Source: an optimization exercise on an open RTL-to-GDS flow (aim: small area). Production flows keep margins and buffers that such runs may drop. In this exercise RTL edits were held to simulation tests only and were not proved equivalent to the original. Power is estimated from default activity; no workload was simulated.

<file path="design/flow/config.mk">
export PLATFORM = sky130hd
export DESIGN_NAME = gshare
export DESIGN_NICKNAME = gshare
export VERILOG_FILES = /design/flow/design.v
export SDC_FILE = /design/flow/constraint.sdc
export NUM_CORES = 4
export LEC_CHECK = 0
export CAP_MARGIN = 20
export CORE_MARGIN = 2
export CORE_UTILIZATION = 40
export SLEW_MARGIN = 20
</file>
<file path="design/flow/constraint.sdc">
create_clock -name core_clock -period 8.0 [get_ports {clk}]
set_input_delay 1.6000 -clock core_clock [delete_from_list [all_inputs] [get_ports {clk}]]
set_output_delay 1.6000 -clock core_clock [all_outputs]
set_load 0.01 [all_outputs]
</file>
<file path="design/flow/design.v">
module gshare(
    input clk,
    input areset,
    input  predict_valid,
    input  [6:0] predict_pc,
    output predict_taken,
    output logic [6:0] predict_history,
    input train_valid,
    input train_taken,
    input train_mispredicted,
    input [6:0] train_history,
    input [6:0] train_pc
);
logic [1:0] PHT[128]; 
integer i;
always_ff @(posedge clk or posedge areset) begin
    if (areset) begin
        predict_history <= 7'b0;
        for (int i = 0; i < 128; i = i + 1) begin
            PHT[i] <= 1;
        end
    end
    else begin
        if (train_valid & train_mispredicted) begin
            predict_history <= {train_history[5:0], train_taken};
        end
        else if (predict_valid) begin
            predict_history <= {predict_history[5:0], predict_taken};
        end
        if(train_valid) begin
            if (train_taken)
                PHT[train_pc ^ train_history] <= (PHT[train_pc ^ train_history] == 2'b11) ? 2'b11 : (PHT[train_pc ^ train_history] + 1);
            else
                PHT[train_pc ^ train_history] <= (PHT[train_pc ^ train_history] == 2'b00) ? 2'b00 : (PHT[train_pc ^ train_history] - 1);
        end
    end
end
assign predict_taken = PHT[predict_history ^ predict_pc][1];
endmodule
</file>
<file path="design/flow/run.sh">
#!/bin/bash
# synth_recipe.tcl (not shown) runs the flow's synth.tcl, then flattens the netlist and writes it again
# the make line also repeats each setting of config.mk as NAME=value (left out here)
make -C /OpenROAD-flow-scripts/flow DESIGN_CONFIG=/design/flow/config.mk WORK_HOME=/design/flow/orfs CLKGATE_MAP_FILE= SYNTH_SCRIPT=/design/flow/synth_recipe.tcl finish
</file>
==> summary.txt <==
DR DRC count -> 0
asr flop ratio synth -> 1.00
Syn Area/Cell -> 8.15 sq um
first-pass GRT wire length -> 117000 um
crit-path cells -> clkdlybuf4s50_1, xor2_2, buf_4, nor4_1, a32o_1, a22oi_1, o311ai_0, nor4_1, nand4_1, mux2_2, clkdlybuf4s50_1
Final min period -> 7.07 ns
commonest non-fill, non-tap cells in the layout -> 484 x nand2_1, 233 x o21ai_0, 135 x dfrtp_1, 128 x dfstp_2, 104 x nand3_1
overall power -> 4.16 mW
Mapped Area -> 15400 sq um
CP Data Arrival Time -> 5.47 ns
Final ANT Viol Nets -> 0
H-tree levels -> 1
Req. time, crit path -> 6.40 ns
first-pass detailed-route iteration total -> 7
Sw Share -> 0.371
leading cell type in the layout, fill and taps excluded -> nand2_1
Max FO, Critical Path -> 16
end of the critical path -> predict_taken
CTS Hold Buffers Added -> 0
Root Buffer -> clkbuf_16
Area Growth Syn to Fin -> 15.5%
GRT Resource Usage Total -> 0.404
Die Span Y -> 200 um
clock transition at the registers of the reported paths -> 0.06 ns
cell area power density -> 233 nW/um^2
met1 Track Usage GR -> 0.540
worst vdd ir -> 0.000163 V
routed via count -> 16500
TritonCTS buffer count -> 28
I/O Pins -> 35
reg2reg setup slack -> 4.30 ns
nets -> 1931
synthesis-stage register bit count -> 263
final setup fails -> 0
final-report hold violation count -> 0
CTS tree -> built
clk buf depth -> 3
Port-buffer cells -> 34
post-synthesis cell type count -> 65
GR Util met3 -> 0.110
die width -> 200 um
unrepaired setup endpoints after global routing -> false
post-placement cell area -> 16900 sq um
clock network fraction of design power -> 0.325
met2 Use GR -> 0.591
Max-Cap Viols -> 0
CTS resizes -> 0
Switch Pwr -> 1.54 mW
R2R Path Start -> predict_history[1]
Int Power -> 2.62 mW
post-synthesis sequential area ratio -> 0.437
Die Area -> 40200 sq um
Worst-Margin Slew -> 1.25 ns
Starting Density -> 0.408
beginning of the critical path -> predict_pc[1]
proportion of layout cells with a drive suffix above 1 -> 0.171
DP Worst Slack -> 1.04 ns
most crowded layer after global routing -> met2
r2r endpoint -> predict_history[0]
initial antenna violation count -> 9
cell count after synthesis -> 1892
Startpoint Class -> input pin
largest net degree at the start of global routing -> 174
hold crit path type -> reg2reg
Net Count, Synth -> 1919
Worst path slowest cell -> xor2_2
HPWL after DPL -> 59900 um
Setup crit end kind -> primary output
Syn. warnings -> 2
std cell rows -> 71
Worst Reg-to-Reg Cells -> 10
Post-Place Cells -> 2385
Total Neg Setup Slack -> 0 ns
core box area -> 37800 sq um
drt total wl -> 82200 um
crit-path max cell delay -> 0.60 ns
vias per cell -> 6.76
Wirelength per Cell -> 33.7 um
slew margin rel. -> 0.167
final slew viol count -> 0
Comb pwr share -> 0.284
Routability Congestion -> 1.05
fin crit share -> 0.883
final non-filler cell total -> 2440
fmax -> 142 MHz
later-pin clock latency in the skew report -> 0.59 ns
Sequential Power Share -> 0.391
WHS Path Cells -> 2
Lkg Pwr -> 6.33 nW
fin area -> 17800 sq um
postcts setup bufs -> 0
PnR worst setup slack -> 0.934 ns
drt first-iter violations -> 2311
EDFF count, synth -> 0
Primary FF master, synth -> dfrtp_1
number of global-route vias before repair -> 15500
Setup Skew -> 0.0319 ns
number of clock sinks -> 263
status -> timing/DRC/antenna clean
grt total ovfl -> 0
critical path start-end classification -> in2out
-- state kept, by name, summed over array words and instances (netlist names) --
| signal | flops |
|---|---|
| PHT | 256 |
| predict_history | 7 |
-- layout make-up --
class | instances | area (sq um)
Fill cell | 3748 | 20000
Multi-Input combinational cell | 1479 | 8370
Sequential cell | 263 | 6740
Timing Repair Buffer | 129 | 1100
Clock buffer | 44 | 841
Tap cell | 511 | 639
Clock inverter | 8 | 108
Inverter | 3 | 15.0
Antenna cell | 3 | 7.51
-- worst min-delay path by stage --
stage / startpoint / to / slack (ns)
floorplan: PHT[21][0] / PHT[21][0] / 0.44
global placement: PHT[100][0] / PHT[100][0] / 0.45
detailed placement: PHT[114][0] / PHT[114][0] / 0.46
CTS: PHT[7][0] / PHT[7][0] / 0.46
global route: PHT[15][0] / PHT[15][0] / 0.47
finish: PHT[17][0] / PHT[17][0] / 0.46
-- synth_stat cells (all sizes together), types with 24 or more instances --
| library cell | number | share of area |
|---|---|---|
| nand3 | 104 | 0.034 |
| nor2 | 58 | 0.014 |
| dfrtp | 135 | 0.22 |
| a31oi | 35 | 0.015 |
| nor4 | 35 | 0.016 |
| nand2 | 484 | 0.12 |
| o21ai | 295 | 0.096 |
| nor3 | 48 | 0.016 |
| clkbuf | 98 | 0.025 |
| nand4 | 43 | 0.017 |
| a21oi | 62 | 0.020 |
| buf | 49 | 0.017 |
| dfstp | 128 | 0.22 |
| a22o | 24 | 0.014 |
| a22oi | 43 | 0.021 |
-- through the flow --
step | utilization | hold slack (ns)
after floorplan | - | 0.441
after global placement | 0.446 | 0.452
after detailed placement | 0.446 | 0.456
after CTS | 0.471 | 0.465
after global routing | 0.471 | 0.474
final | 0.471 | 0.464
-- layer usage --
layer / vias up / routed length [um]
li1: 6983 / -
met1: 8094 / 32600
met2: 1115 / 34800
met3: 295 / 9270
met4: 8 / 5400
met5: - / 83
-- power by group through the flow --
stage | clock network, mW | logic, mW | registers (mW)
floorplan | 0 | 0.632 | 1.60
global placement | 0 | 1.14 | 1.64
detailed placement | 0 | 1.13 | 1.64
CTS | 1.36 | 1.14 | 1.62
global route | 1.41 | 1.23 | 1.64
finish | 1.35 | 1.18 | 1.63
-- cell families (layout without fill, tap and decap cells) --
logic type | after synthesis | count (layout) | share of synthesized area
mux | 35 | 35 | 0.0244
compound gates | 607 | 607 | 0.245
other cells | 0 | 3 | 0
simple gates | 808 | 808 | 0.231
buf+inv | 150 | 184 | 0.0427
flops | 263 | 263 | 0.437
xor+xnor | 29 | 29 | 0.0199
-- critical path, delay by kind of cell --
kind	cells	cell delay [ns]
AND/OR/NAND/NOR	3	0.81
XOR/XNOR	1	0.60
AO/OA/AOI/OAI	3	0.66
buffers and inverters	3	1.43
multiplexers	1	0.35

## re-timing with driven ports
The flow's constraints put no driver on any port. The routed layout listed below was extracted and timed again, unchanged, in two steps.
Step 1 sets driving cells, clkbuf_16 on the clock port and buf_2 on the other inputs (assumed; they add their load-dependent delay and slew).
Step 2, shift: input delay + t, output delay - t, t = (earliest + latest rising clock arrival at the registers) / 2. This alone moves slack from input paths to output paths.
a / b / c = ideal / step 1 / step 2; a / b = the first two.
shift t [ns]: 0.628
setup WS [ns]: 0.934 / 0.899 / 0.899
pins driven straight from the clock port: 1
After both steps setup and hold are still met in this run. For this run, drivers alone change the setup slack by -0.035 ns; drivers and shift together by -0.035 ns.
